Background: an optimization exercise with open tools, aiming at a short achievable clock period and few clock cycles. Do not read the settings as production practice. At most, simulation tests tie the RTL to the original design; equivalence was not proved. For runs 1, 3 and 5, only the layout was checked, not whether the RTL still works. Power and IR drop assume default switching activity.

==> design.v <==
module adder32(in1, in2, out);
input [31:0] in1, in2;
output [31:0] out;
assign out = (in1 + in2);
endmodule
module mux2#(parameter WIDTH = 8)
            (d0, d1, s, y);
	input [WIDTH-1:0] d0, d1;
	input s;
	output [WIDTH-1:0] y;
	assign y = s ? d1 : d0; 
endmodule
module pc(rst, clk, newPc, pc);
input rst, clk;
input [31:0] newPc;
output reg [31:0] pc;
always @(negedge rst or posedge clk)
begin
if (!rst)
	pc <= 0;
else
	pc <= newPc;
end
endmodule
module pcAdd(pc, pcPlus4);
input [31:0] pc;
output [31:0] pcPlus4;
assign pcPlus4=pc+4;
endmodule
module shiftLeft2#(parameter IN_WIDTH = 8, parameter OUT_WIDTH = 8)
            (in, out);
	input [IN_WIDTH-1:0] in;
	output [OUT_WIDTH-1:0] out;
	assign out = in << 2;
endmodule
module signExtend(imm, signImm);
input [15:0] imm;
output [31:0] signImm;
assign signImm={{16{imm[15]}}, imm[15:0]};
endmodule
module alu(srcA, srcB, aluControl, shamt, aluResult, zero);
input [31:0] srcA, srcB;
input [3:0] aluControl;
input [4:0] shamt;
output reg [31:0] aluResult;
output zero;
always @(*)
begin
	case(aluControl)
		4'b0000 : aluResult=srcA&srcB;
		4'b0001 : aluResult=srcA|srcB;
		4'b0010 : aluResult=srcA+srcB;
		4'b0110 : aluResult=srcA-srcB;
		4'b0111 : aluResult=srcA<srcB?1:0;
		4'b1010 : aluResult=srcB<<shamt;
		4'b1100 : aluResult=~(srcA|srcB);
		default : aluResult=0;
	endcase
end
assign zero=aluResult==0?1:0;
endmodule
module controlUnit(opcode, funct, regDst, aluSrc, memToReg, regWrite, memRead, memWrite, branch, jump, aluControl);
input [5:0] opcode, funct;
output regDst, aluSrc, memToReg, regWrite, memRead, memWrite, branch, jump;
output [3:0] aluControl;
wire [1:0] aluOp;
mainDecoder md(opcode, regDst, aluSrc, memToReg, regWrite, memRead, memWrite, branch, jump, aluOp);
aluDecoder ad(funct, aluOp, aluControl);
endmodule
module mainDecoder(opcode, regDst, aluSrc, memToReg, regWrite, memRead, memWrite, branch, jump, aluOp);
input [5:0] opcode;
output regDst, aluSrc, memToReg, regWrite, memRead, memWrite, branch, jump;
output [1:0] aluOp;
reg [9:0] controls;
assign {regDst, aluSrc, memToReg, regWrite, memRead, memWrite, branch, jump, aluOp} = controls;
always @(*)
begin
	case(opcode)
		6'b000000: controls <= 10'b1001000010;  
		6'b100011: controls <= 10'b0111100000;  
		6'b101011: controls <= 10'b0100010000;  
		6'b000100: controls <= 10'b0000001001;  
		6'b001000, 
		6'b001001: controls <= 10'b0101000000;  
		6'b001101: controls <= 10'b0101000000;  
		6'b000010: controls <= 10'b0000000100;  
		default:   controls <= 10'bxxxxxxxxxx;  
    endcase
end
endmodule
module aluDecoder(funct, aluOp, aluControl);
input [5:0] funct;
input [1:0] aluOp;
output reg [3:0] aluControl;
always @(*)
begin
	case(aluOp)
		2'b00: aluControl <= 4'b0010;   
		2'b01: aluControl <= 4'b0110;   
		default:	case(funct)           
			6'b100000,
			6'b100001: aluControl <= 4'b0010;  
			6'b100010,
			6'b100011: aluControl <= 4'b0110;  
			6'b100100: aluControl <= 4'b0000;  
			6'b100101: aluControl <= 4'b0001;  
			6'b101010: aluControl <= 4'b0111;  
			6'b000000: aluControl <= 4'b1010;  
			default:   aluControl <= 4'bxxxx;  
        endcase
    endcase
end
endmodule
module registerFile(clk, regWrite, readReg1, readReg2, writeReg, writeData, readData1, readData2);
	input clk, regWrite;
	input [4:0] readReg1, readReg2, writeReg;
	input [31:0] writeData;
	output [31:0] readData1, readData2;
	reg [31:0] rf [31:0];
	always @(posedge clk) begin
    if (regWrite) rf[writeReg] <= writeData;
	end
	assign readData1 = (readReg1 != 0) ? rf[readReg1] : 0;
	assign readData2 = (readReg2 != 0) ? rf[readReg2] : 0;
endmodule
module mipsSystem(rst, clk, imem_addr, imem_rdata, dmem_we, dmem_addr, dmem_wdata, dmem_rdata, wb_en, wb_reg, wb_data);
input rst, clk;
output [31:0] imem_addr;
input [31:0] imem_rdata;
output dmem_we;
output [31:0] dmem_addr, dmem_wdata;
input [31:0] dmem_rdata;
output wb_en;
output [4:0] wb_reg;
output [31:0] wb_data;
reg [31:0] pc;
reg [31:0] rf [1:31];
reg        d_valid;
reg [31:0] d_ir, d_pc4;
reg        e_valid, e_wr, e_load, e_store, e_br, e_ld;
reg [4:0]  e_dst;
reg [31:0] e_a;           
reg [31:0] e_b;           
reg [31:0] e_sd;          
reg [31:0] e_target;
reg [4:0]  e_shamt;
reg        e_op_add, e_op_sub, e_op_and, e_op_or, e_op_slt, e_op_sll, e_zop;
reg        m_valid, m_wr, m_load, m_rep;
reg [4:0]  m_dst;
reg [31:0] m_res;
reg        o_we;
reg [31:0] o_addr, o_wdata;
reg        r_en;
reg [4:0]  r_dst;
reg [31:0] r_data;
reg        w_en;
reg [4:0]  w_dst;
reg [31:0] w_data;
wire [31:0] pc4 = pc + 32'd4;
wire [31:0] ir = imem_rdata;
wire        f_j = (ir[31:26] == 6'b000010);
wire [31:0] f_jtarget = {pc4[31:28], ir[25:0], 2'b00};
wire [5:0] d_op = d_ir[31:26];
wire [4:0] d_rs = d_ir[25:21];
wire [4:0] d_rt = d_ir[20:16];
wire [4:0] d_rd = d_ir[15:11];
wire [5:0] d_fn = d_ir[5:0];
wire [31:0] d_sext = {{16{d_ir[15]}}, d_ir[15:0]};
wire d_rtype = (d_op == 6'b000000);
wire d_lw    = (d_op == 6'b100011);
wire d_sw    = (d_op == 6'b101011);
wire d_beq   = (d_op == 6'b000100);
wire d_jmp   = (d_op == 6'b000010);
wire d_addi  = (d_op == 6'b001000) | (d_op == 6'b001001) | (d_op == 6'b001101);
wire d_wr    = d_rtype | d_lw | d_addi;
wire [4:0] d_dst = d_rtype ? d_rd : d_rt;
wire d_sll   = d_rtype & (d_fn == 6'b000000);
wire [31:0] alu_res;
wire        e_zero, e_eq;
wire        e_zok = e_valid & e_zop;
wire d_bsame = d_beq & (d_rs == d_rt);                                     
wire d_fast  = d_beq & (d_rt == 5'd0) & (d_rs == e_dst) & e_zok;           
wire d_bcond = d_beq & ~d_bsame & ~d_fast;
wire [31:0] d_target = d_pc4 + {d_sext[29:0], 2'b00};
wire d_use_rs = ~d_jmp & ~d_sll & ~d_bsame;
wire d_use_rt = d_rtype | d_sw | d_bcond;
wire stall = d_valid & e_ld & ((d_use_rs & (d_rs == e_dst)) | (d_use_rt & (d_rt == e_dst)));
wire [1023:0] rfv;
genvar gi;
generate
	for (gi = 0; gi < 32; gi = gi + 1) begin : rfread
		if (gi == 0) assign rfv[31:0] = 32'd0;
		else assign rfv[gi*32 +: 32] = rf[gi];
	end
endgenerate
wire [31:0] m_val = m_load ? dmem_rdata : m_res;
wire [31:0] d_a, d_b;
rdport rpa(.rf(rfv), .idx(d_rs), .m_hit(m_valid & m_wr), .m_dst(m_dst), .m_val(m_val),
           .w_hit(w_en), .w_dst(w_dst), .w_val(w_data), .val(d_a));
rdport rpb(.rf(rfv), .idx(d_rt), .m_hit(m_valid & m_wr), .m_dst(m_dst), .m_val(m_val),
           .w_hit(w_en), .w_dst(w_dst), .w_val(w_data), .val(d_b));
wire d_a_e = e_valid & e_wr & (e_dst == d_rs) & (d_rs != 5'd0);
wire d_b_e = e_valid & e_wr & (e_dst == d_rt) & (d_rt != 5'd0);
wire [31:0] d_a_f = d_a_e ? alu_res : d_a;
wire [31:0] d_b_f = d_b_e ? alu_res : d_b;
ealu alu0(.a(e_a), .b(e_b), .sd(e_sd),
          .op_add(e_op_add), .op_sub(e_op_sub), .op_and(e_op_and), .op_or(e_op_or),
          .op_slt(e_op_slt), .op_sll(e_op_sll), .shamt(e_shamt),
          .res(alu_res), .zero(e_zero), .eq(e_eq));
wire e_redirect = e_valid & e_br & e_eq;
wire d_redirect = d_valid & (d_bsame | (d_fast & e_zero));
wire [31:0] pc_next = e_redirect ? e_target :
                      d_redirect ? d_target :
                      stall      ? pc :
                      f_j        ? f_jtarget : pc4;
assign imem_addr = pc;
assign dmem_we    = o_we;
assign dmem_addr  = o_addr;
assign dmem_wdata = o_wdata;
wire m_rep_now = m_valid & m_wr & ~m_rep;
wire e_rep_now = ~m_rep_now & e_valid & e_wr & ~e_load;
assign wb_en   = r_en;
assign wb_reg  = r_dst;
assign wb_data = r_data;
wire e_take = d_valid & ~e_redirect & ~stall;
always @(posedge clk or negedge rst) begin
	if (!rst) begin
		pc      <= 32'd0;
		d_valid <= 1'b0;
		e_valid <= 1'b0;
		m_valid <= 1'b0;
		o_we    <= 1'b0;
		w_en    <= 1'b0;
		r_en    <= 1'b0;
	end else begin
		pc      <= pc_next;
		if (e_redirect | d_redirect) d_valid <= 1'b0;
		else if (!stall) d_valid <= 1'b1;
		e_valid <= e_take & (d_wr | d_sw | d_bcond);
		m_valid <= e_valid;
		o_we    <= e_valid & e_store;
		w_en    <= m_valid & m_wr;
		r_en    <= m_rep_now | e_rep_now;
	end
end
always @(posedge clk) begin
	if (w_en && w_dst != 5'd0) rf[w_dst] <= w_data;
	if (!stall) begin
		d_ir    <= ir;
		d_pc4   <= pc4;
	end
	e_wr      <= d_wr;
	e_load    <= d_lw;
	e_ld      <= e_take & d_lw & (d_rt != 5'd0);
	e_store   <= d_sw;
	e_br      <= d_bcond;
	e_dst     <= d_dst;
	e_a       <= d_a_f;
	e_b       <= d_rtype ? d_b_f : d_sext;
	e_sd      <= d_b_f;
	e_target  <= d_target;
	e_shamt   <= d_ir[10:6];
	e_op_add  <= ~d_rtype | (d_fn == 6'b100000) | (d_fn == 6'b100001);
	e_op_sub  <= d_rtype & ((d_fn == 6'b100010) | (d_fn == 6'b100011));
	e_op_and  <= d_rtype & (d_fn == 6'b100100);
	e_op_or   <= d_rtype & (d_fn == 6'b100101);
	e_op_slt  <= d_rtype & (d_fn == 6'b101010);
	e_op_sll  <= d_sll;
	e_zop     <= (d_rtype & ((d_fn == 6'b100000) | (d_fn == 6'b100001) | (d_fn == 6'b100010) |
	                         (d_fn == 6'b100011) | (d_fn == 6'b100100) | (d_fn == 6'b100101)) |
	              d_addi) & (d_dst != 5'd0);
	m_wr    <= e_wr;
	m_load  <= e_load;
	m_dst   <= e_dst;
	if (e_valid & e_wr) m_res <= alu_res;
	m_rep   <= e_rep_now;
	o_addr  <= alu_res;
	o_wdata <= e_sd;
	r_dst   <= m_rep_now ? m_dst : e_dst;
	r_data  <= m_rep_now ? m_val : alu_res;
	w_dst  <= m_dst;
	w_data <= m_val;
end
endmodule
module rdport(rf, idx, m_hit, m_dst, m_val, w_hit, w_dst, w_val, val);
input  [1023:0] rf;       
input  [4:0]    idx;
input           m_hit;
input  [4:0]    m_dst;
input  [31:0]   m_val;
input           w_hit;
input  [4:0]    w_dst;
input  [31:0]   w_val;
output [31:0]   val;
wire [31:0] r = rf[idx*32 +: 32];
assign val = (idx == 5'd0) ? 32'd0 :
             (m_hit && m_dst == idx) ? m_val :
             (w_hit && w_dst == idx) ? w_val : r;
endmodule
module ealu(a, b, sd, op_add, op_sub, op_and, op_or, op_slt, op_sll, shamt, res, zero, eq);
input  [31:0] a, b, sd;    
input         op_add, op_sub, op_and, op_or, op_slt, op_sll;
input  [4:0]  shamt;
output [31:0] res;
output        zero;      
output        eq;        
wire [31:0] add = a + b;
wire [32:0] sub = {1'b0, a} - {1'b0, b};
wire [31:0] other = ({32{op_and}} & (a & b))
                  | ({32{op_or}}  & (a | b))
                  | ({32{op_sll}} & (b << shamt));
assign res = ({32{op_add}} & add) | ({32{op_sub}} & sub[31:0]) |
             {other[31:1], other[0] | (op_slt & sub[32])};
wire zadd = &(~(a ^ b ^ {a[30:0] | b[30:0], 1'b0}));
assign zero = op_add ? zadd : op_sub ? (a == b) : op_and ? ~|(a & b) : ~|(a | b);
assign eq = (a == sd);
endmodule
==> flow/run.sh <==
#!/bin/bash
# Standard ORFS layout with these changes to how it is made (the SDC is unchanged):
#  - no extraction of full/half adder cells in synthesis (ADDER_MAP_FILE empty),
#    so that ABC maps the adders for speed;
#  - timing repair aimed at a setup margin well above the 11 ns clock, so that
#    repair keeps improving paths that already meet it;
#  - repair may resize cells to other footprints (MATCH_CELL_FOOTPRINT 0).
set -euo pipefail
MARGIN=${MARGIN:-7.5}
bash standard.sh ADDER_MAP_FILE= SETUP_SLACK_MARGIN=$MARGIN MATCH_CELL_FOOTPRINT=0 finish > flow_make.log 2>&1
==> standard.sh <==
#!/bin/bash
# synth_recipe.tcl (not shown) runs the flow's synth.tcl, then flattens the netlist and writes it again
# the make line also repeats each setting of config.mk as NAME=value (left out here)
make -C /OpenROAD-flow-scripts/flow DESIGN_CONFIG=/design/flow/config.mk WORK_HOME=/design/flow/orfs CLKGATE_MAP_FILE= SYNTH_SCRIPT=/design/flow/synth_recipe.tcl "${@:-finish}"
==> config.mk <==
export PLATFORM = sky130hd
export DESIGN_NAME = mipsSystem
export DESIGN_NICKNAME = mipsSystem
export VERILOG_FILES = /design/flow/design.v
export SDC_FILE = /design/flow/constraint.sdc
export NUM_CORES = 8
export LEC_CHECK = 0
export CAP_MARGIN = 20
export CORE_MARGIN = 2
export CORE_UTILIZATION = 40
export PLACE_DENSITY = 0.6
export SLEW_MARGIN = 20
==> constraint.sdc <==
create_clock -name core_clock -period 11.0 [get_ports {clk}]
set_input_delay 2.2000 -clock core_clock [delete_from_list [all_inputs] [get_ports {clk}]]
set_output_delay 2.2000 -clock core_clock [all_outputs]
set_load 0.01 [all_outputs]
==> flow_summary.ini, run 1 <==
[synthesis]
yosysSeqAreaShare_pct = 56.7
synth_top_flop_cell = edfxtp_1
synthTopCellsByArea = edfxtp_1, mux4_2, dfxtp_1
syn_area_per_cell_sq_um = 14.3
async_flop_share_pct = 2.67
synth_cell_types = 95
syn-num-nets = 4930
synth_warnings = 1
synth_common_cells = edfxtp_1, mux4_2, nor2_1
yosys_register_bits = 1422
post-synth-top-count-cell = edfxtp_1
synth_edf_count = 1088
syn-cell-area_sq_mm = 0.0697
yosys.area.top_type = edfxtp_1
yosysTopAreaCellShare_pct = 46.9
syn_inst = 4864

[clock_tree]
path_clk_slew_ns = 0.06
cts_buffers = 151
cts_tree = built
h-tree-depth = 4
cts_buffer_depth = 3
clkLatencyLatePin_ns = 0.82
cts_root_buf = clkbuf_16
cts.sinks = 1422

[global_routing]
grt_max_degree = 70
grt_overflow = 0
grt_pass1_vias = 46550
antenna_found_initial = 7
grt_pass1_wl_um = 348000
grt_usage_pct = 27.3

[power]
leakagePower_nw = 28.0
ir_drop_uv = 177
powerDensity_mw_per_mm2 = 171

[placed_design]
postPlaceCellArea_sq_mm = 0.0745
place.gp.congestion = 0.928
hpwl_um = 152000
dp.cells = 7115
port-buffer-count = 200

[timing]
relSlewSlack_pct = 22.4
setup-tns-final_ns = 0
timing.fmax_mhz = 275
clock_skew_ns = 0.0276
grt_setup_unrepaired = yes
slew_violations = 0
hold_viol = 0
period_minus_slack_ns = 3.63
worst_pin_slew_ns = 1.16
setup_viol = 0
period_share_pct = 33.0

[worst_setup_path]
crit_path_max_incr_delay_ns = 0.49
crit_chain = nand2b_4, maj3_2, maj3_2, maj3_2, a211o_1, a21oi_2, buf_6, nor2_4, or4_4, mux2i_1, a221o_2, buf_6, nor2_1, a21oi_1
cp_num_buf_inv = 2
cpLargestDelayFamily = adder cells
ff2ff_path_depth = 14
path_max_fanout = 4
cp-end-kind = flip-flop
endpoint = r_data[24]
crit_arrival_ns = 4.29
r2r-start = e_b[10]
path_depth = 14
rr_endpoint = r_data[24]
slowest_stage = a221o_2
cp_common_cell = maj3_2
crit_path_start_kind = flip-flop
r2r_setup_slack_ns = 7.37
cp-startpoint = e_b[10]
crit_type = flip-flop to flip-flop
cp.required_ns = 11.66

[final_layout]
nFillCells = 14979
multi_input_area_sq_mm = 0.0296
nets = 5174
seq_area_sq_mm = 0.0398
drive_gt1_share_pct = 31.6
layout.cells.non_filler = 7560
fin_area_sq_mm = 0.0823
regMostFlops = rf
area_growth_pct = 18.1
largest_reg_flops = 992

[detailed_routing]
vias_per_cell = 6.33
drtIter0Drc = 6538
wirelength_um = 250000
wl_met2_um = 121000
met3WireLength_um = 21700
wl_per_cell_um = 33.1
top_layer = met4
wl_met1_um = 92300
drcViolationCount = 0
dr.pass1.iters = 6
vias = 47851
ant_nets = 0

[floorplanning]
fp.dieH_um = 421
rows = 153
fp.dieW_um = 421
initial_core_util_pct = 40.2
fp.coreArea_sq_mm = 0.173
ioPinCount = 201
floorplan.die_area_sq_mm = 0.178

[flow_run]
cap_viol_max_count = 0

[hold_path]
min_from = e_sd[5]
min_path_type = flip-flop to flip-flop

[run_status]
status = complete, no violations
## kinds of logic (layout without fill, tap and decap cells)
group           count (synthesis)  count (layout)  share of synthesized area, %
compound gates                852             852                          8.00
other cells                     0               1                             0
mux                           815             815                          22.2
simple gates                  971             971                          6.33
buf+inv                       498             868                          2.79
flops                        1422            1422                          56.7
fa+ha+maj                      60              60                         0.879
xor+xnor                      246             246                          3.12
## final cells by class
class / count / share of cell area, %
Inverter: 105 / 0.483
Timing Repair Buffer: 484 / 5.70
Antenna cell: 1 / 0.00304
Clock inverter: 71 / 0.933
Multi-Input combinational cell: 2944 / 35.9
Sequential cell: 1422 / 48.3
Tap cell: 2325 / 3.53
Clock buffer: 208 / 5.06
## worst reg2reg max path: stages, from the launching register on
cell,delay (ns)
dfxtp_4,0.39
nand2b_4,0.16
maj3_2,0.30
maj3_2,0.31
maj3_2,0.33
a211o_1,0.27
a21oi_2,0.12
buf_6,0.16
nor2_4,0.05
or4_4,0.43
mux2i_1,0.14
a221o_2,0.49
buf_6,0.19
nor2_1,0.08
a21oi_1,0.05
## layout by cell type (no fill, tap or decap), drive strengths merged, types with 24 or more instances in the layout
cell type         n
a211oi           94
a21oi           298
a221oi           24
a31oi            32
buf             346
clkbuf          282
clkdlybuf4s50    61
clkinv           51
dfrtp            38
dfxtp           296
edfxtp         1088
inv             112
maj3             60
mux2             63
mux2i           176
mux4            576
nand2           236
nand2b           30
nand3            81
nand4            36
nor2            389
nor3             60
nor4             33
o211ai           40
o21ai           147
o221ai           24
xnor2           140
xor2            106
## where the power goes
group	switching, W	leakage, nW	internal [W]
clock network	0.00221	2.42	0.00293
registers	0.000317	12.8	0.00604
logic	0.00145	12.7	0.00114
total	0.00398	28.0	0.0101
## metal layers
layer  up-vias  track usage [%]
met1     24694             34.7
met4         0             14.3
li1      19723                -
met3       635             4.38
met5         -                0
met2      2799             45.1
## worst min path at each step
stage	to	slack [ns]	cells after the start
finish	o_wdata[5]	0.35	0
global route	o_wdata[5]	0.36	0
CTS	o_wdata[5]	0.36	0
detailed placement	m_wr	0.34	0
global placement	m_wr	0.35	0
floorplan	m_wr	0.33	0
## per-stage QoR
step / util (%) / setup WS [ns] / hold slack (ns) / power, W
finish: 47.5 / 7.37 / 0.353 / 0.0141
global route: 47.5 / 7.29 / 0.358 / 0.0145
CTS: 46.7 / 7.33 / 0.356 / 0.0140
detailed placement: 43.0 / 5.93 / 0.340 / 0.00872
global placement: 42.9 / 5.91 / 0.347 / 0.00871
floorplan: - / 7.09 / 0.331 / 0.00768
## timing repair
action,CTS,global route
setup endpoints to repair,400,196
resized for setup,710,132
pin swaps,24,41
setup buffers,79,61
hold buffers,0,0
gates cloned,14,11
endpoints found under the hold margin,0,0
==> inputs of run 2 (changes only) <==
--- a/design.v
+++ b/design.v
@@ -272,10 +272,10 @@
 	m_wr    <= e_wr;
 	m_load  <= e_load;
 	m_dst   <= e_dst;
-	if (e_valid & e_wr) m_res <= alu_res;
+	m_res   <= alu_res;
 	m_rep   <= e_rep_now;
-	o_addr  <= alu_res;
-	o_wdata <= e_sd;
+	if (e_valid & (e_load | e_store)) o_addr <= alu_res;
+	if (e_valid & e_store) o_wdata <= e_sd;
 	r_dst   <= m_rep_now ? m_dst : e_dst;
 	r_data  <= m_rep_now ? m_val : alu_res;
 	w_dst  <= m_dst;
==> flow_summary.ini, run 2 <==
[run_status]
status = complete, no violations

[synthesis]
syn_inst = 5016
yosys_register_bits = 1422
synth_cell_types = 105
synth_warnings = 1
syn-cell-area_sq_mm = 0.0714
synth_top_flop_cell = edfxtp_1
syn-num-nets = 5082
yosysTopAreaCellShare_pct = 47.1
yosysSeqAreaShare_pct = 55.9
syn_area_per_cell_sq_um = 14.2
synth_common_cells = edfxtp_1, mux4_2, nor2_1
post-synth-top-count-cell = edfxtp_1
synthTopCellsByArea = edfxtp_1, mux4_2, dfxtp_1
synth_edf_count = 1120
yosys.area.top_type = edfxtp_1
async_flop_share_pct = 2.67

[placed_design]
hpwl_um = 164000
place.gp.congestion = 1.03
port-buffer-count = 200

[detailed_routing]
wl_per_cell_um = 34.1
ant_nets = 0
dr.pass1.iters = 7
wirelength_um = 263000
drtIter0Drc = 6912
vias_per_cell = 6.47
vias = 49837
drcViolationCount = 0

[final_layout]
drive_gt1_share_pct = 30.4
largest_reg_flops = 992
area_growth_pct = 17.0
final_common_cell = edfxtp_1
nFillCells = 15268
final_cell_mix = edfxtp_1, mux4_2, nor2_1, nand2_1, a21oi_1
regMostFlops = rf
nets = 5291

[timing]
clock_skew_ns = 0.0260
grt_setup_unrepaired = yes
worst_pin_slew_ns = 1.15
setup_viol = 0
hold_viol = 0
period_share_pct = 33.7
period_minus_slack_ns = 3.70
relSlewSlack_pct = 23.2
setup-tns-final_ns = 0
slew_violations = 0
timing.fmax_mhz = 270

[clock_tree]
path_clk_slew_ns = 0.06
cts_buffer_depth = 3
holdBufCountCts = 0
cts_tree = built
cts_root_buf = clkbuf_16
cts_buffers = 152
h-tree-depth = 4
cts.sinks = 1422
clkLatencyLatePin_ns = 0.80

[flow_run]
cap_viol_max_count = 0

[power]
ir_drop_uv = 203
internal-power_w = 0.0106
clockPowerShare_pct = 33.6
p_sw_w = 0.00452
p_sw_share_pct = 29.9
leakagePower_nw = 28.3
powerDensity_mw_per_mm2 = 181
seqPwrFrac_pct = 47.5
combPwrFrac_pct = 18.9
p_total_w = 0.0151

[worst_setup_path]
crit_path_max_incr_delay_ns = 0.52
rr_endpoint = e_b[4]
path_max_fanout = 1
cp_num_buf_inv = 1
cpLargestDelayFamily = flip-flops
cp.required_ns = 8.80
r2r-start = e_b[0]
slowest_stage = edfxtp_1
crit_path_start_kind = flip-flop
ff2ff_path_depth = 10
r2r_setup_slack_ns = 7.48
crit_arrival_ns = 1.50
crit_type = flip-flop to output pin
cp-end-kind = output pin
crit_chain = clkbuf_2

[hold_path]
holdPathStages = 0
min_from = e_wr
holdPathEnd = m_wr
min_path_type = flip-flop to flip-flop

[floorplanning]
initial_core_util_pct = 40.1
ioPinCount = 201
floorplan.die_area_sq_mm = 0.182
rows = 155
fp.coreArea_sq_mm = 0.178
fp.dieW_um = 426
fp.dieH_um = 426

[global_routing]
grt_pass1_wl_um = 365000
grt_pass1_vias = 48505
grt_max_degree = 80
grt_usage_pct = 28.3
grt_overflow = 0
antenna_found_initial = 6
[run 2: worst max-delay path by stage]
stage                     cells past startpoint  startpoint            end
after CTS                                     1  o_wdata[7]  dmem_wdata[7]
after detailed placement                      9    d_ir[21]        e_a[19]
after global placement                        9    d_ir[21]        e_a[19]
after global routing                          1  o_wdata[7]  dmem_wdata[7]
final                                         1   o_addr[2]   dmem_addr[2]
after floorplan                               4        w_en       rf[9][0]
[run 2: what timing repair did]
item,4_1_cts,5_1_grt
gates cloned,17,10
setup endpoints to repair,392,273
setup buffers,58,23
pin swaps,15,14
gates resized for setup,625,135
[run 2: metrics by stage]
step	hold slack, ns	setup WS (ns)	util, %	area [sq um]	instances
floorplan	0.331	7.25	-	71400	5016
global placement	0.339	6.01	42.9	76200	7318
global route	0.373	7.27	46.9	83500	7703
finish	0.361	7.30	46.9	83500	7707
CTS	0.358	7.26	46.4	82500	7669
detailed placement	0.340	5.97	42.9	76200	7318
[run 2: per-layer routing]
layer,part of all wire (%),GRT usage (%)
met2,47,44.7
met3,9.2,5.38
met4,6.9,17.3
met5,0.012,0
met1,37,36.1
[run 2: cell type report]
type | instances | area [sq um] | share of cell area (%)
multi-input combinational | 3095 | 30800 | 36.9
tap | 2355 | 2950 | 3.53
timing repair inverter | 2 | 10.0 | 0.0120
clock buffer | 207 | 4200 | 5.04
timing repair buffer | 458 | 4500 | 5.39
antenna | 5 | 12.5 | 0.0150
inverter | 94 | 360 | 0.432
clock inverter | 69 | 658 | 0.788
sequential | 1422 | 40000 | 47.9
[run 2: power by group through the flow]
stage,combinational (W),clock (W),sequential [W]
after detailed placement,0.00251,0,0.00727
final,0.00285,0.00508,0.00717
after CTS,0.00271,0.00513,0.00715
after global routing,0.00297,0.00535,0.00721
after global placement,0.00251,0,0.00725
after floorplan,0.00148,0,0.00698
[run 2: cells by family after synthesis]
| group | count (synthesis) | synth area share (%) |
|---|---|---|
| simple gates | 1073 | 6.98 |
| xor+xnor | 240 | 3.05 |
| buf+inv | 500 | 2.87 |
| mux | 857 | 22.4 |
| fa+ha+maj | 43 | 0.607 |
| flops | 1422 | 55.9 |
| compound gates | 881 | 8.20 |
Testbench counts of run 2, summed over its fixed seeds: cycles 142,673.
==> inputs of run 3 (changes only) <==
--- a/design.v
+++ b/design.v
@@ -137,6 +137,12 @@
 reg [31:0] rf [1:31];
 reg        d_valid;
 reg [31:0] d_ir, d_pc4;
+reg [31:2] d_pc;
+reg        d_pred;        
+reg [3:0]  bt_v;
+reg [31:2] bt_tag [0:3];
+reg [31:2] bt_tgt [0:3];
+reg [1:0]  bt_ptr;
 reg        e_valid, e_wr, e_load, e_store, e_br, e_ld;
 reg [4:0]  e_dst;
 reg [31:0] e_a;           
@@ -208,11 +214,25 @@
           .op_slt(e_op_slt), .op_sll(e_op_sll), .shamt(e_shamt),
           .res(alu_res), .zero(e_zero), .eq(e_eq));
 wire e_redirect = e_valid & e_br & e_eq;
-wire d_redirect = d_valid & (d_bsame | (d_fast & e_zero));
+wire d_mispred = d_pred & ~d_bsame;
+wire d_redirect = d_valid & ((d_bsame & ~d_pred) | d_mispred | (d_fast & e_zero));
+wire [31:0] d_rtarget = d_mispred ? d_pc4 : d_target;
+wire d_install = d_valid & d_bsame & ~d_pred & ~e_redirect;
+wire [3:0] bt_hit;
+genvar bi;
+generate
+	for (bi = 0; bi < 4; bi = bi + 1) begin : btb
+		assign bt_hit[bi] = bt_v[bi] & (bt_tag[bi] == pc[31:2]);
+	end
+endgenerate
+wire        f_hit = |bt_hit;
+wire [31:2] f_htgt = ({30{bt_hit[0]}} & bt_tgt[0]) | ({30{bt_hit[1]}} & bt_tgt[1]) |
+                     ({30{bt_hit[2]}} & bt_tgt[2]) | ({30{bt_hit[3]}} & bt_tgt[3]);
 wire [31:0] pc_next = e_redirect ? e_target :
-                      d_redirect ? d_target :
+                      d_redirect ? d_rtarget :
                       stall      ? pc :
-                      f_j        ? f_jtarget : pc4;
+                      f_j        ? f_jtarget :
+                      f_hit      ? {f_htgt, 2'b00} : pc4;
 assign imem_addr = pc;
 assign dmem_we    = o_we;
 assign dmem_addr  = o_addr;
@@ -232,7 +252,13 @@
 		o_we    <= 1'b0;
 		w_en    <= 1'b0;
 		r_en    <= 1'b0;
+		bt_v    <= 4'd0;
+		bt_ptr  <= 2'd0;
 	end else begin
+		if (d_install) begin
+			bt_v[bt_ptr] <= 1'b1;
+			bt_ptr       <= bt_ptr + 2'd1;
+		end
 		pc      <= pc_next;
 		if (e_redirect | d_redirect) d_valid <= 1'b0;
 		else if (!stall) d_valid <= 1'b1;
@@ -248,6 +274,12 @@
 	if (!stall) begin
 		d_ir    <= ir;
 		d_pc4   <= pc4;
+		d_pc    <= pc[31:2];
+		d_pred  <= f_hit & ~f_j;
+	end
+	if (d_install) begin
+		bt_tag[bt_ptr] <= d_pc;
+		bt_tgt[bt_ptr] <= d_target[31:2];
 	end
 	e_wr      <= d_wr;
 	e_load    <= d_lw;
@@ -272,10 +304,10 @@
 	m_wr    <= e_wr;
 	m_load  <= e_load;
 	m_dst   <= e_dst;
-	m_res   <= alu_res;
+	if (e_valid & e_wr) m_res <= alu_res;
 	m_rep   <= e_rep_now;
-	if (e_valid & (e_load | e_store)) o_addr <= alu_res;
-	if (e_valid & e_store) o_wdata <= e_sd;
+	o_addr  <= alu_res;
+	o_wdata <= e_sd;
 	r_dst   <= m_rep_now ? m_dst : e_dst;
 	r_data  <= m_rep_now ? m_val : alu_res;
 	w_dst  <= m_dst;
==> flow_summary.ini, run 3 <==
[detailed_routing]
wirelength_um = 308000
drcViolationCount = 0
dr.pass1.iters = 9
wl_per_cell_um = 34.2
drtIter0Drc = 8068
ant_nets = 0
vias_per_cell = 6.40
vias = 57625

[power]
p_sw_w = 0.00525
clockPowerShare_pct = 35.0
internal-power_w = 0.0126
ir_drop_uv = 169
combPwrFrac_pct = 21.0
leakagePower_nw = 33.6
seqPwrFrac_pct = 43.9
powerDensity_mw_per_mm2 = 179
p_sw_share_pct = 29.3

[placed_design]
pre_cts_ws_ns = 5.67
port-buffer-count = 200
hpwl_um = 185000
place.gp.congestion = 0.968
dp.cells = 8335

[global_routing]
antenna_found_initial = 9
grt_usage_pct = 28.3
grt_overflow = 0
grt_max_degree = 67
grt_pass1_wl_um = 421000
grt_pass1_vias = 54830

[floorplanning]
fp.dieW_um = 456
fp.coreArea_sq_mm = 0.204
floorplan.die_area_sq_mm = 0.208
initial_core_util_pct = 40.2
rows = 166
ioPinCount = 201
fp.dieH_um = 456

[synthesis]
yosys.area.top_type = edfxtp_1
synth_cell_types = 95
synth_edf_count = 1359
synth_warnings = 1
synth_common_cells = edfxtp_1, mux4_2, nor2_1
async_flop_share_pct = 2.59
synthTopCellsByArea = edfxtp_1, mux4_2, dfxtp_1
syn-num-nets = 5795
syn_area_per_cell_sq_um = 14.3
syn-cell-area_sq_mm = 0.0819
syn_inst = 5729
synth_top_flop_cell = edfxtp_1
post-synth-top-count-cell = edfxtp_1
yosysTopAreaCellShare_pct = 49.8
yosys_register_bits = 1699
yosysSeqAreaShare_pct = 58.4

[clock_tree]
cts.sinks = 1699
path_clk_slew_ns = 0.06
cts_root_buf = clkbuf_16
holdBufCountCts = 0
h-tree-depth = 4
clkLatencyLatePin_ns = 0.87
cts_tree = built
cts_buffers = 183
cts_buffer_depth = 3

[timing]
relSlewSlack_pct = 20.6
timing.fmax_mhz = 267
period_share_pct = 34.0
period_minus_slack_ns = 3.74
setup_viol = 0
slew_violations = 0
setup_ws_ns = 7.26
grt_setup_unrepaired = yes
hold_viol = 0
clock_skew_ns = 0.0900
worst_pin_slew_ns = 1.16
setup-tns-final_ns = 0

[worst_setup_path]
crit_type = flip-flop to output pin
crit_path_start_kind = flip-flop
cp-end-kind = output pin
slowest_stage = dfrtp_4
path_max_fanout = 5
crit_path_max_incr_delay_ns = 0.54
crit_chain = buf_6
cp_num_buf_inv = 1
cp.required_ns = 8.80
cpLargestDelayFamily = flip-flops
crit_arrival_ns = 1.54

[flow_run]
cap_viol_max_count = 0

[final_layout]
final_common_cell = edfxtp_1
regMostFlops = rf
top_regs = rf x992, bt_tag x120, bt_tgt x120
nets = 6230
area_growth_pct = 21.9
largest_reg_flops = 992
nFillCells = 17297
drive_gt1_share_pct = 33.9
final_cell_mix = edfxtp_1, mux4_2, nor2_1, buf_4, nand2_1
layout.cells.non_filler = 9008

[hold_path]
min_path_type = flip-flop to flip-flop

[run_status]
status = complete, no violations
## run 3: changes by cell type in the layout (fill, tap and decap cells not counted), sizes merged, moves of 20 or more
| cell | before | now |
|---|---|---|
| buf | 293 | 600 |
| nand2 | 271 | 324 |
| mux2 | 95 | 66 |
| nand3 | 77 | 108 |
| edfxtp | 1120 | 1359 |
| nand4 | 40 | 96 |
| xnor2 | 151 | 283 |
| dfxtp | 264 | 296 |
| o21ai | 158 | 205 |
| a22oi | 19 | 68 |
| clkbuf | 306 | 286 |
## run 3: routing by layer
metal / wire length (um) / global-route usage, % / vias up
met2: 144000 / 44.8 / 3664
li1: - / - / 23519
met5: 48 / 0 / -
met1: 116000 / 37.3 / 29666
met3: 30100 / 5.66 / 770
met4: 18600 / 13.9 / 6
## run 3: final timing paths
kind / cells after the start / to / slack [ns] / startpoint
worst max-delay path: 1 / imem_addr[12] / 7.26 / pc[12]
worst min-delay path: 0 / m_wr / 0.36 / e_wr
worst max register to register: 3 / rf[19][13] / 7.31 / w_en
worst min register to register: 0 / m_wr / 0.36 / e_wr
max in group asynchronous: 2 / pc[11] / 8.82 / rst
min in group asynchronous: 2 / bt_v[2] / 1.50 / rst
## run 3: repair_timing
| action | CTS | global route |
|---|---|---|
| resized for setup | 1014 | 300 |
| setup endpoints to repair | 714 | 432 |
| cloned | 29 | 19 |
| pin swaps | 41 | 85 |
| setup buffers | 163 | 121 |
## run 3: area by class of cell
cell class	instances	area, sq um	share of cell area (%)
antenna	6	15.0	0.0150
clock buffer	246	5080	5.09
clock inverter	89	1000	1.00
inverter	105	418	0.419
multi-input combinational	3471	34400	34.4
sequential	1699	48100	48.2
tap	2688	3360	3.37
timing repair buffer	704	7460	7.47
## run 3: cells by family (layout without fill, tap and decap cells)
| group | Yosys count | count (layout) | synth area share [%] |
|---|---|---|---|
| XOR/XNOR | 379 | 379 | 4.09 |
| multiplexers | 811 | 811 | 19.0 |
| AND/OR/NAND/NOR | 1205 | 1208 | 7.01 |
| flip-flops | 1699 | 1699 | 58.4 |
| AO/OA/AOI/OAI | 1032 | 1032 | 8.27 |
| other | 0 | 6 | 0 |
| buffers and inverters | 562 | 1144 | 2.76 |
| adder cells (fa/ha/maj) | 41 | 41 | 0.513 |
## run 3: power by group through the flow
stage               Combinational (W)  Sequential, W  Clock, W
global placement              0.00288        0.00802         0
CTS                           0.00336        0.00786   0.00632
detailed placement            0.00289        0.00803         0
floorplan                     0.00183        0.00772         0
global route                  0.00391        0.00788   0.00659
finish                        0.00376        0.00786   0.00627
## run 3: metrics by stage
stage               hold slack (ns)  total power [W]  util (%)  area, sq um
floorplan                     0.331          0.00956         -        82000
global placement              0.337           0.0109      42.7        87200
detailed placement            0.349           0.0109      42.8        87200
CTS                           0.359           0.0175      47.5        97000
global route                  0.366           0.0184      48.9        99800
finish                        0.359           0.0179      48.9        99800
==> inputs of run 4 (changes only) <==
--- a/design.v
+++ b/design.v
@@ -134,6 +134,7 @@
 output [4:0] wb_reg;
 output [31:0] wb_data;
 reg [31:0] pc;
+reg [31:0] pc_o;          
 reg [31:0] rf [1:31];
 reg        d_valid;
 reg [31:0] d_ir, d_pc4;
@@ -160,6 +161,7 @@
 reg [4:0]  r_dst;
 reg [31:0] r_data;
 reg        w_en;
+reg [31:1] w_we;          
 reg [4:0]  w_dst;
 reg [31:0] w_data;
 wire [31:0] pc4 = pc + 32'd4;
@@ -233,10 +235,21 @@
                       stall      ? pc :
                       f_j        ? f_jtarget :
                       f_hit      ? {f_htgt, 2'b00} : pc4;
-assign imem_addr = pc;
+wire hold = stall & ~e_redirect & ~d_redirect;
+wire [31:0] pc_adv = e_redirect ? e_target :
+                     d_redirect ? d_rtarget :
+                     f_j        ? f_jtarget :
+                     f_hit      ? {f_htgt, 2'b00} : pc4;
+assign imem_addr = pc_o;
 assign dmem_we    = o_we;
 assign dmem_addr  = o_addr;
 assign dmem_wdata = o_wdata;
+wire [31:0] m_dec = 32'd1 << m_dst;
+generate
+	for (gi = 1; gi < 32; gi = gi + 1) begin : rfw
+		always @(posedge clk) if (w_we[gi]) rf[gi] <= w_data;
+	end
+endgenerate
 wire m_rep_now = m_valid & m_wr & ~m_rep;
 wire e_rep_now = ~m_rep_now & e_valid & e_wr & ~e_load;
 assign wb_en   = r_en;
@@ -246,6 +259,7 @@
 always @(posedge clk or negedge rst) begin
 	if (!rst) begin
 		pc      <= 32'd0;
+		pc_o    <= 32'd0;
 		d_valid <= 1'b0;
 		e_valid <= 1'b0;
 		m_valid <= 1'b0;
@@ -260,6 +274,7 @@
 			bt_ptr       <= bt_ptr + 2'd1;
 		end
 		pc      <= pc_next;
+		pc_o    <= hold ? pc : pc_adv;
 		if (e_redirect | d_redirect) d_valid <= 1'b0;
 		else if (!stall) d_valid <= 1'b1;
 		e_valid <= e_take & (d_wr | d_sw | d_bcond);
@@ -270,7 +285,6 @@
 	end
 end
 always @(posedge clk) begin
-	if (w_en && w_dst != 5'd0) rf[w_dst] <= w_data;
 	if (!stall) begin
 		d_ir    <= ir;
 		d_pc4   <= pc4;
@@ -311,6 +325,7 @@
 	r_dst   <= m_rep_now ? m_dst : e_dst;
 	r_data  <= m_rep_now ? m_val : alu_res;
 	w_dst  <= m_dst;
+	w_we   <= {31{m_valid & m_wr}} & m_dec[31:1];
 	w_data <= m_val;
 end
 endmodule
==> flow_summary.ini, run 4 <==
[run_status]
status = complete, no violations

[power]
leakagePower_nw = 34.1
internal-power_w = 0.0129
p_sw_w = 0.00525
p_sw_share_pct = 28.9
combPwrFrac_pct = 19.0
clockPowerShare_pct = 36.1
seqPwrFrac_pct = 44.9
ir_drop_uv = 173
p_total_w = 0.0181
powerDensity_mw_per_mm2 = 180

[detailed_routing]
drcViolationCount = 0
wirelength_um = 310000
vias_per_cell = 6.46
vias = 57815
wl_per_cell_um = 34.6
dr.pass1.iters = 8
drtIter0Drc = 8651
ant_nets = 0

[final_layout]
utilization_pct = 49.1
regMostFlops = rf
seq_area_sq_mm = 0.0496
drive_gt1_share_pct = 34.2
final_common_cell = edfxtp_1
final_cell_mix = edfxtp_1, mux4_2, nor2_1, buf_4, nand2_1
largest_reg_flops = 992
top_regs = rf x992, bt_tag x120, bt_tgt x120
area_growth_pct = 21.8
nFillCells = 17192
multi_input_area_sq_mm = 0.0343
nets = 6166

[global_routing]
grt_pass1_wl_um = 426000
antenna_found_initial = 11
grt_pass1_vias = 55349
grt_usage_pct = 28.5
grt_max_degree = 65
grt_overflow = 0

[clock_tree]
cts_tree = built
path_clk_slew_ns = 0.07
cts.sinks = 1762
h-tree-depth = 4
holdBufCountCts = 0
cts_buffers = 184
clkLatencyLatePin_ns = 0.87
cts_buffer_depth = 3
cts_root_buf = clkbuf_16

[synthesis]
syn-cell-area_sq_mm = 0.0827
syn_area_per_cell_sq_um = 14.5
synth_top_flop_cell = edfxtp_1
syn_inst = 5701
yosysTopAreaCellShare_pct = 49.4
synth_edf_count = 1359
post-synth-top-count-cell = edfxtp_1
synth_warnings = 2
synth_cell_types = 80
yosys_register_bits = 1762
yosys.area.top_type = edfxtp_1
syn-num-nets = 5767
synthTopCellsByArea = edfxtp_1, mux4_2, dfxtp_1
yosysSeqAreaShare_pct = 59.6
async_flop_share_pct = 4.31
synth_common_cells = edfxtp_1, mux4_2, nor2_1

[worst_setup_path]
cpLargestDelayFamily = flip-flops
crit_type = flip-flop to output pin
cp.required_ns = 8.80
crit_chain = buf_2
path_max_fanout = 1
cp_num_buf_inv = 1
crit_arrival_ns = 1.49
cp-end-kind = output pin
crit_path_max_incr_delay_ns = 0.45
slowest_stage = dfrtp_1
crit_path_start_kind = flip-flop

[floorplanning]
fp.coreArea_sq_mm = 0.205
fp.dieH_um = 459
fp.dieW_um = 459
rows = 166
floorplan.die_area_sq_mm = 0.210
initial_core_util_pct = 40.3
ioPinCount = 201

[placed_design]
pre_cts_ws_ns = 5.63
hpwl_um = 183000
port-buffer-count = 200
place.gp.congestion = 1.00

[timing]
relSlewSlack_pct = 21.2
setup-tns-final_ns = 0
setup_ws_ns = 7.31
period_share_pct = 33.5
clock_skew_ns = 0.0681
hold_viol = 0
setup_viol = 0
worst_pin_slew_ns = 1.18
grt_setup_unrepaired = yes
slew_violations = 0
period_minus_slack_ns = 3.69
timing.fmax_mhz = 271

[flow_run]
cap_viol_max_count = 0

[hold_path]
min_path_type = flip-flop to flip-flop
==> run 4: routing by layer <==
layer	track usage [%]	wire length, um	vias to the layer above
li1	-	-	23291
met1	37.2	115000	29783
met2	44.9	144000	3920
met3	6.07	32900	815
met4	14.6	18500	6
met5	0	40	-
==> run 4: kinds of logic (layout without fill, tap and decap cells) <==
family                     after synthesis  after routing  synth area share, %
other                                    0              5                    0
AOI/OAI and AO/OA                      947            947                 7.54
buffers and inverters                  543           1099                 2.48
DFF                                   1762           1762                 59.6
adders and majority gates               51             51                0.622
and+or+nand+nor                       1198           1204                 6.81
muxes                                  818            818                 18.9
xor gates and xnor gates               382            382                 4.05
==> run 4: power by group through the flow <==
stage                     clock network, W  logic, W  registers [W]
after global routing               0.00685   0.00357        0.00818
after global placement                   0   0.00277        0.00822
after floorplan                          0   0.00171        0.00795
after detailed placement                 0   0.00277        0.00822
after CTS                          0.00659   0.00302        0.00813
final                              0.00655   0.00344        0.00815
==> run 4: through the flow <==
stage / instances / hold WS, ns / instance area, sq um
floorplan: 5701 / 0.329 / 82800
global route: 8952 / 0.377 / 101000
detailed placement: 8286 / 0.358 / 87800
CTS: 8787 / 0.372 / 97800
finish: 8956 / 0.366 / 101000
global placement: 8286 / 0.357 / 87800
==> run 4: repair_timing <==
action                                   CTS  global route
pin swaps                                 58            85
setup buffers                            114           150
resized for setup                       1019           326
gates cloned                              38            14
endpoints found under the setup margin   790           384
==> run 4: final timing paths <==
kind	from	endpoint	slack, ns	depth (start not counted)
min in group asynchronous	rst	bt_v[3]	1.24	1
hold / removal	e_sd[25]	o_wdata[25]	0.37	0
setup / recovery	pc_o[19]	imem_addr[19]	7.31	1
hold reg to reg	e_sd[25]	o_wdata[25]	0.37	0
max in group asynchronous	rst	pc[27]	8.38	2
setup reg to reg	e_a[21]	bt_v[0]	7.36	11
==> run 4: layout make-up <==
class / instances / area share, %
timing repair buffer: 659 / 6.70
antenna: 5 / 0.0124
sequential: 1762 / 49.3
clock inverter: 85 / 1.01
clock buffer: 264 / 5.30
inverter: 91 / 0.349
multi-input combinational: 3402 / 34.0
tap: 2688 / 3.34
Testbench counts of run 4, summed over its fixed seeds: cycles 140,910.
==> inputs of run 5 (changes only) <==
--- a/design.v
+++ b/design.v
@@ -134,7 +134,6 @@
 output [4:0] wb_reg;
 output [31:0] wb_data;
 reg [31:0] pc;
-reg [31:0] pc_o;          
 reg [31:0] rf [1:31];
 reg        d_valid;
 reg [31:0] d_ir, d_pc4;
@@ -161,7 +160,6 @@
 reg [4:0]  r_dst;
 reg [31:0] r_data;
 reg        w_en;
-reg [31:1] w_we;          
 reg [4:0]  w_dst;
 reg [31:0] w_data;
 wire [31:0] pc4 = pc + 32'd4;
@@ -235,21 +233,10 @@
                       stall      ? pc :
                       f_j        ? f_jtarget :
                       f_hit      ? {f_htgt, 2'b00} : pc4;
-wire hold = stall & ~e_redirect & ~d_redirect;
-wire [31:0] pc_adv = e_redirect ? e_target :
-                     d_redirect ? d_rtarget :
-                     f_j        ? f_jtarget :
-                     f_hit      ? {f_htgt, 2'b00} : pc4;
-assign imem_addr = pc_o;
+assign imem_addr = pc;
 assign dmem_we    = o_we;
 assign dmem_addr  = o_addr;
 assign dmem_wdata = o_wdata;
-wire [31:0] m_dec = 32'd1 << m_dst;
-generate
-	for (gi = 1; gi < 32; gi = gi + 1) begin : rfw
-		always @(posedge clk) if (w_we[gi]) rf[gi] <= w_data;
-	end
-endgenerate
 wire m_rep_now = m_valid & m_wr & ~m_rep;
 wire e_rep_now = ~m_rep_now & e_valid & e_wr & ~e_load;
 assign wb_en   = r_en;
@@ -259,7 +246,6 @@
 always @(posedge clk or negedge rst) begin
 	if (!rst) begin
 		pc      <= 32'd0;
-		pc_o    <= 32'd0;
 		d_valid <= 1'b0;
 		e_valid <= 1'b0;
 		m_valid <= 1'b0;
@@ -274,7 +260,6 @@
 			bt_ptr       <= bt_ptr + 2'd1;
 		end
 		pc      <= pc_next;
-		pc_o    <= hold ? pc : pc_adv;
 		if (e_redirect | d_redirect) d_valid <= 1'b0;
 		else if (!stall) d_valid <= 1'b1;
 		e_valid <= e_take & (d_wr | d_sw | d_bcond);
@@ -285,6 +270,7 @@
 	end
 end
 always @(posedge clk) begin
+	if (w_en && w_dst != 5'd0) rf[w_dst] <= w_data;
 	if (!stall) begin
 		d_ir    <= ir;
 		d_pc4   <= pc4;
@@ -325,7 +311,6 @@
 	r_dst   <= m_rep_now ? m_dst : e_dst;
 	r_data  <= m_rep_now ? m_val : alu_res;
 	w_dst  <= m_dst;
-	w_we   <= {31{m_valid & m_wr}} & m_dec[31:1];
 	w_data <= m_val;
 end
 endmodule
==> flow/run.sh (replaced) <==
#!/bin/bash
# Standard ORFS layout with these changes to how it is made (the SDC is unchanged):
#  - synthesis is the standard flow's, but ABC maps with flow/abc.script (a delay-driven
#    mapping), and no full/half adder cells are extracted (ADDER_MAP_FILE empty);
#  - timing repair aimed at a setup margin well above the 11 ns clock, so that
#    repair keeps improving paths that already meet it;
#  - repair may resize cells to other footprints (MATCH_CELL_FOOTPRINT 0).
set -euo pipefail
MARGIN=${MARGIN:-7.5}
export MY_ABC_SCRIPT=$PWD/flow/abc.script
bash standard.sh ADDER_MAP_FILE= SETUP_SLACK_MARGIN=$MARGIN MATCH_CELL_FOOTPRINT=0 SYNTH_SCRIPT=$PWD/flow/synth.tcl finish > flow_make.log 2>&1
==> flow/abc.script (new file) <==
strash
dch -f
map -D 1200
topo
buffer -c
upsize -c
dnsize -c
==> flow/synth.tcl (new file) <==
# The standard flow's synthesis script (synth_recipe.tcl), with ABC's mapping script
# replaced by the one named in MY_ABC_SCRIPT; registers are unchanged.
proc synth {args} { yosys synth -nofsm -noshare {*}$args }
proc abc {args} {
  set i [lsearch -exact $args -script]
  if {$i >= 0 && [info exists ::env(MY_ABC_SCRIPT)]} { lset args [expr {$i + 1}] $::env(MY_ABC_SCRIPT) }
  yosys abc {*}$args
}
source $::env(SCRIPTS_DIR)/synth.tcl
# left out here: clear keep_hierarchy, flatten, clean up, hide names made inside functions, write 1_2_yosys.v
==> flow_summary.ini, run 5 <==
[clock_tree]
clkLatencyLatePin_ns = 0.90
cts_buffers = 180
cts_buffer_depth = 3
path_clk_slew_ns = 0.06
h-tree-depth = 4
cts.sinks = 1699
cts_tree = built
cts_root_buf = clkbuf_16

[detailed_routing]
vias_per_cell = 6.67
wl_per_cell_um = 34.1
vias = 81787
wirelength_um = 418000
drtIter0Drc = 13481
drcViolationCount = 0
ant_nets = 0
dr.pass1.iters = 10

[power]
seqPwrFrac_pct = 42.6
powerDensity_mw_per_mm2 = 178
p_sw_w = 0.00592
ir_drop_uv = 189
leakagePower_nw = 35.7
internal-power_w = 0.0120
combPwrFrac_pct = 21.8
clockPowerShare_pct = 35.6
p_sw_share_pct = 33.0

[global_routing]
grt_pass1_vias = 75476
grt_pass1_wl_um = 572000
antenna_found_initial = 25
grt_usage_pct = 36.5
grt_overflow = 0
grt_max_degree = 85

[worst_setup_path]
ff2ff_path_depth = 13
cp.required_ns = 8.80
cpLargestDelayFamily = flip-flops
r2r-start = d_ir[22]
r2r_setup_slack_ns = 7.31
crit_chain = buf_6
path_max_fanout = 2
crit_path_start_kind = flip-flop
slowest_stage = dfrtp_4
cp_num_buf_inv = 1
crit_arrival_ns = 1.58
crit_type = flip-flop to output pin
cp-end-kind = output pin
rr_endpoint = e_a[16]
crit_path_max_incr_delay_ns = 0.55

[placed_design]
hpwl_um = 272000
place.gp.congestion = 1.09
port-buffer-count = 200

[floorplanning]
floorplan.die_area_sq_mm = 0.219
fp.coreArea_sq_mm = 0.214
fp.dieW_um = 468
initial_core_util_pct = 40.1
fp.dieH_um = 468
ioPinCount = 201
rows = 170

[timing]
setup_viol = 0
worst_pin_slew_ns = 1.22
whs_ns = 0.326
period_share_pct = 34.4
hold_viol = 0
relSlewSlack_pct = 18.6
setup-tns-final_ns = 0
clock_skew_ns = 0.0645
period_minus_slack_ns = 3.78
slew_violations = 0
grt_setup_unrepaired = yes
timing.fmax_mhz = 264

[synthesis]
synth_warnings = 1
synthTopCellsByArea = edfxtp_1, o21ai_0, dfxtp_1
yosys_register_bits = 1699
synth_common_cells = edfxtp_1, o21ai_0, nand2_1
syn-cell-area_sq_mm = 0.0859
synth_top_flop_cell = edfxtp_1
syn_inst = 9101
yosys.area.top_type = edfxtp_1
post-synth-top-count-cell = edfxtp_1
yosysTopAreaCellShare_pct = 47.5
yosysSeqAreaShare_pct = 55.7
async_flop_share_pct = 2.59
syn_area_per_cell_sq_um = 9.44
synth_cell_types = 83
synth_edf_count = 1359
syn-num-nets = 9167

[flow_run]
cap_viol_max_count = 0

[run_status]
status = complete, no violations

[hold_path]
holdPathEnd = o_wdata[9]
min_path_type = flip-flop to flip-flop
holdPathStages = 0
min_from = e_sd[9]

[final_layout]
nFillCells = 20015
drive_gt1_share_pct = 12.9
area_growth_pct = 17.1
regMostFlops = rf
final_cell_mix = edfxtp_1, o21ai_0, nand2_1, nor2_1, inv_1
largest_reg_flops = 992
final_common_cell = edfxtp_1
nets = 9318
top_regs = rf x992, bt_tag x120, bt_tgt x120
## run 5: repair_timing
item                                    4_1_cts  5_1_grt
setup buffers                                76       29
hold buffers                                  0        0
endpoints found under the setup margin      628      539
pin swaps                                    21       26
cloned                                       18       12
gates resized for setup                     904      208
## run 5: metrics by stage
step | cell area, sq um | instances | util (%) | setup WS [ns] | total power [W]
2_1_floorplan | 86000 | 9101 | - | 7.51 | 0.00944
3_3_place_gp | 91200 | 11772 | 42.6 | 5.83 | 0.0112
3_5_place_dp | 91200 | 11773 | 42.6 | 5.99 | 0.0112
4_1_cts | 99400 | 12207 | 46.4 | 7.19 | 0.0177
5_1_grt | 101000 | 12251 | 47.0 | 7.21 | 0.0184
6_report | 101000 | 12262 | 47.0 | 7.22 | 0.0179
## run 5: power by group through the flow
stage	clock [W]	combinational, W	sequential [W]
6_report	0.00639	0.00391	0.00764
2_1_floorplan	0	0.00180	0.00764
4_1_cts	0.00640	0.00367	0.00762
5_1_grt	0.00666	0.00403	0.00766
3_3_place_gp	0	0.00341	0.00778
3_5_place_dp	0	0.00341	0.00778
## run 5: layout make-up
type                            count  area, sq um  area share (%)
Timing Repair inverter              4         27.5          0.0273
Multi-Input combinational cell   6155        34600            34.4
Clock buffer                      238         5000            4.97
Tap cell                         2838         3550            3.53
Clock inverter                    102         1180            1.17
Timing Repair Buffer              518         5450            5.41
Sequential cell                  1699        48100            47.7
Antenna cell                       14         35.0          0.0348
Inverter                          694         2730            2.71
## run 5: worst max path at each step
stage,startpoint,end,cells past startpoint
6_report,pc[27],imem_addr[27],1
5_1_grt,pc[27],imem_addr[27],1
4_1_cts,pc[27],imem_addr[27],1
3_5_place_dp,e_a[15],bt_tag[0][5],13
3_3_place_gp,d_ir[24],pc[4],14
2_1_floorplan,imem_rdata[29],pc[18],10
## run 5: kinds of logic (layout without fill, tap and decap cells)
group	Yosys count	in the layout	share of synthesized area (%)
simple gates	3082	3087	16.0
compound gates	2954	2954	21.3
flops	1699	1699	55.7
buf+inv	1252	1556	5.73
xor+xnor	81	81	0.825
mux	33	33	0.409
other cells	0	14	0
## run 5: routing by layer
| metal | share of wire (%) | vias up | routed length (um) | GRT usage (%) |
|---|---|---|---|---|
| li1 | - | 34157 | - | - |
| met1 | 36 | 39801 | 152000 | 47.1 |
| met2 | 43 | 6420 | 181000 | 55.3 |
| met5 | 0.041 | - | 171 | 0 |
| met3 | 13 | 1395 | 52400 | 8.73 |
| met4 | 7.6 | 14 | 31700 | 22.7 |
==> inputs of run 6 (changes only) <==
--- a/design.v
+++ b/design.v
@@ -134,6 +134,7 @@
 output [4:0] wb_reg;
 output [31:0] wb_data;
 reg [31:0] pc;
+reg [31:0] pc_o;          
 reg [31:0] rf [1:31];
 reg        d_valid;
 reg [31:0] d_ir, d_pc4;
@@ -160,6 +161,7 @@
 reg [4:0]  r_dst;
 reg [31:0] r_data;
 reg        w_en;
+reg [31:1] w_we;          
 reg [4:0]  w_dst;
 reg [31:0] w_data;
 wire [31:0] pc4 = pc + 32'd4;
@@ -233,10 +235,21 @@
                       stall      ? pc :
                       f_j        ? f_jtarget :
                       f_hit      ? {f_htgt, 2'b00} : pc4;
-assign imem_addr = pc;
+wire hold = stall & ~e_redirect & ~d_redirect;
+wire [31:0] pc_adv = e_redirect ? e_target :
+                     d_redirect ? d_rtarget :
+                     f_j        ? f_jtarget :
+                     f_hit      ? {f_htgt, 2'b00} : pc4;
+assign imem_addr = pc_o;
 assign dmem_we    = o_we;
 assign dmem_addr  = o_addr;
 assign dmem_wdata = o_wdata;
+wire [31:0] m_dec = 32'd1 << m_dst;
+generate
+	for (gi = 1; gi < 32; gi = gi + 1) begin : rfw
+		always @(posedge clk) if (w_we[gi]) rf[gi] <= w_data;
+	end
+endgenerate
 wire m_rep_now = m_valid & m_wr & ~m_rep;
 wire e_rep_now = ~m_rep_now & e_valid & e_wr & ~e_load;
 assign wb_en   = r_en;
@@ -246,6 +259,7 @@
 always @(posedge clk or negedge rst) begin
 	if (!rst) begin
 		pc      <= 32'd0;
+		pc_o    <= 32'd0;
 		d_valid <= 1'b0;
 		e_valid <= 1'b0;
 		m_valid <= 1'b0;
@@ -260,6 +274,7 @@
 			bt_ptr       <= bt_ptr + 2'd1;
 		end
 		pc      <= pc_next;
+		pc_o    <= hold ? pc : pc_adv;
 		if (e_redirect | d_redirect) d_valid <= 1'b0;
 		else if (!stall) d_valid <= 1'b1;
 		e_valid <= e_take & (d_wr | d_sw | d_bcond);
@@ -270,7 +285,6 @@
 	end
 end
 always @(posedge clk) begin
-	if (w_en && w_dst != 5'd0) rf[w_dst] <= w_data;
 	if (!stall) begin
 		d_ir    <= ir;
 		d_pc4   <= pc4;
@@ -311,6 +325,7 @@
 	r_dst   <= m_rep_now ? m_dst : e_dst;
 	r_data  <= m_rep_now ? m_val : alu_res;
 	w_dst  <= m_dst;
+	w_we   <= {31{m_valid & m_wr}} & m_dec[31:1];
 	w_data <= m_val;
 end
 endmodule
==> flow_summary.ini, run 6 <==
[synthesis]
synth_top_flop_cell = edfxtp_1
synth_cell_types = 85
syn-cell-area_sq_mm = 0.0873
synth_warnings = 2
synth_mux_area_share_pct = 0.288
syn_inst = 9176
yosys.area.top_type = edfxtp_1
post-synth-top-count-cell = edfxtp_1
syn_area_per_cell_sq_um = 9.52
synth_edf_count = 1359
syn-num-nets = 9242
yosysSeqAreaShare_pct = 56.4
yosys_register_bits = 1762
synthAdderAreaFrac_pct = 0
synth_common_cells = edfxtp_1, nand2_1, o21ai_0
yosysTopAreaCellShare_pct = 46.7
synth_top_family_by_area = compound AO/OA/AOI/OAI gates
async_flop_share_pct = 4.31
yosys.area_share.simple_pct = 16.3
synthTopCellsByArea = edfxtp_1, dfxtp_1, o21ai_0
synth_compound_area_share_pct = 20.2
synth-xor-area-share_pct = 1.01

[placed_design]
place.gp.congestion = 1.06
hpwl_um = 263000
port-buffer-count = 200
postPlaceCellArea_sq_mm = 0.0921

[global_routing]
grt_pass1_vias = 75671
antenna_found_initial = 13
grt_max_degree = 112
grt_usage_pct = 35.1
grt_overflow = 0
grt_pass1_wl_um = 565000

[floorplanning]
ioPinCount = 201
floorplan.die_area_sq_mm = 0.222
fp.dieH_um = 471
fp.dieW_um = 471
rows = 171
initial_core_util_pct = 40.2
fp.coreArea_sq_mm = 0.217

[timing]
hold_viol = 0
whs_ns = 0.347
setup-tns-final_ns = 0
clock_skew_ns = 0.0861
timing.fmax_mhz = 270
period_share_pct = 33.7
slew_violations = 0
grt_setup_unrepaired = yes
worst_pin_slew_ns = 1.14
period_minus_slack_ns = 3.70
setup_viol = 0
relSlewSlack_pct = 23.6

[detailed_routing]
wl_met1_um = 151000
wirelength_um = 409000
wl_met2_um = 175000
drtIter0Drc = 13927
vias_per_cell = 6.62
ant_nets = 0
vias = 81575
met3WireLength_um = 51900
drcViolationCount = 0
wl_per_cell_um = 33.2
dr.pass1.iters = 9
top_layer = met5

[final_layout]
nFillCells = 20212
utilization_pct = 46.5
drive_gt1_share_pct = 12.5
fin_area_sq_mm = 0.101
area_growth_pct = 15.5
final_cell_mix = edfxtp_1, nand2_1, o21ai_0, nor2_1, inv_1
regMostFlops = rf
top_regs = rf x992, bt_tag x120, bt_tgt x120
final_common_cell = edfxtp_1
nets = 9369
largest_reg_flops = 992

[clock_tree]
path_clk_slew_ns = 0.07
holdBufCountCts = 0
h-tree-depth = 4
cts_buffers = 186
cts_root_buf = clkbuf_16
cts.sinks = 1762
cts_buffer_depth = 3
cts_tree = built
clkLatencyLatePin_ns = 0.90

[power]
leakagePower_nw = 36.2
powerDensity_mw_per_mm2 = 178
ir_drop_uv = 188

[worst_setup_path]
crit_path_max_incr_delay_ns = 0.47
path_max_fanout = 1
cp_num_buf_inv = 1
cpLargestDelayFamily = flip-flops
path_depth = 1
slowest_stage = dfrtp_2
cp-end-kind = output pin
crit_type = flip-flop to output pin
ff2ff_path_depth = 12
crit_arrival_ns = 1.50
crit_chain = clkbuf_2
cp.required_ns = 8.80
crit_path_start_kind = flip-flop

[flow_run]
cap_viol_max_count = 0

[run_status]
status = complete, no violations

[hold_path]
min_path_type = flip-flop to flip-flop
holdPathStages = 0
-- run 6: logic make-up after synthesis --
kind of cell	Yosys count
DFF	1762
muxes	24
AOI/OAI and AO/OA	2867
xor gates and xnor gates	101
and+or+nand+nor	3161
buffers and inverters	1261
-- run 6: layer usage --
metal  vias up  track usage [%]
met5         -                0
met4         6             21.6
met3      1429             8.21
met2      6568             52.7
met1     39455             46.0
li1      34117                -
-- run 6: repair_timing --
action,in CTS,in global routing
pin swaps,29,21
gates cloned,18,10
hold endpoints to repair,0,0
setup endpoints to repair,681,391
gates resized for setup,756,184
buffers inserted,50,43
-- run 6: stage by stage --
stage / total power, W / std cells / worst slack, ns
floorplan: 0.00974 / 9176 / 7.32
global placement: 0.0114 / 11846 / 6.20
detailed placement: 0.0114 / 11847 / 6.13
CTS: 0.0178 / 12260 / 7.26
global route: 0.0184 / 12314 / 7.28
finish: 0.0180 / 12319 / 7.30
-- run 6: cell type report --
class / instances / area (sq um) / share of cell area [%]
Timing Repair inverter: 3 / 21.3 / 0.0211
Clock buffer: 240 / 5160 / 5.12
Multi-Input combinational cell: 6167 / 34000 / 33.7
Tap cell: 2854 / 3570 / 3.54
Antenna cell: 5 / 12.5 / 0.0124
Clock inverter: 105 / 983 / 0.975
Sequential cell: 1762 / 49500 / 49.1
Inverter: 703 / 2780 / 2.76
Timing Repair Buffer: 480 / 4810 / 4.77
-- run 6: worst paths after layout --
kind,start,slack (ns),to
worst max-delay path,pc_o[20],7.30,imem_addr[20]
worst min-delay path,e_wr,0.35,m_wr
worst min register to register,e_wr,0.35,m_wr
max in group asynchronous,rst,8.38,pc[7]
worst max register to register,d_ir[21],7.42,e_a[12]
min in group asynchronous,rst,1.32,bt_v[2]
-- run 6: power breakdown --
| part | leakage (nW) | switching [W] | internal, W | total, W |
|---|---|---|---|---|
| clock | 3.01 | 0.00283 | 0.00357 | 0.00640 |
| combinational | 17.1 | 0.00251 | 0.000976 | 0.00349 |
| sequential | 16.1 | 0.000498 | 0.00759 | 0.00809 |
Testbench counts of run 6, summed over its fixed seeds: cycles 140,910.

-- port drivers added, routing unchanged --
No port has a modelled driver above. Below, the same layouts with a new extraction and two added sets of constraints. Step 1: set_driving_cell puts a clkbuf_16 on clk and a buf_2 on each other input, an assumption about the parent block. Step 2 moves the port delays by t, midway between the first and last clock arrival at a register: inputs arrive t later, outputs are due t later. That takes back most of the time a late clock gives input paths. a / b / c = ideal ports / drivers / drivers and shift; a / b = the first two.
| run | shift t [ns] | slack for setup (ns) | hold WS [ns] | worst setup path after step 2 | latest minus earliest clock arrival (ns) |
|---|---|---|---|---|---|
| run 1 | 0.901 | 7.369 / 7.283 / 6.722 | 0.353 / 0.353 / 0.353 | input to register | 0.031 / 0.030 |
| run 2 | 0.881 | 7.297 / 7.211 / 6.643 | 0.361 / 0.361 / 0.361 | input to register | 0.035 / 0.035 |
| run 3 | 0.900 | 7.256 / 7.175 / 6.707 | 0.359 / 0.359 / 0.359 | input to register | 0.094 / 0.093 |
| run 4 | 0.934 | 7.310 / 7.213 / 6.570 | 0.366 / 0.366 / 0.366 | input to register | 0.074 / 0.074 |
| run 5 | 0.962 | 7.217 / 7.132 / 6.421 | 0.326 / 0.326 / 0.326 | input to register | 0.074 / 0.075 |
| run 6 | 0.943 | 7.296 / 7.208 / 6.637 | 0.347 / 0.347 / 0.347 | input to register | 0.087 / 0.087 |
After both steps setup and hold are still met in every run listed. The setup slack of run 5, which loses most, moves by -0.085 ns with the drivers and by -0.796 ns with both steps.
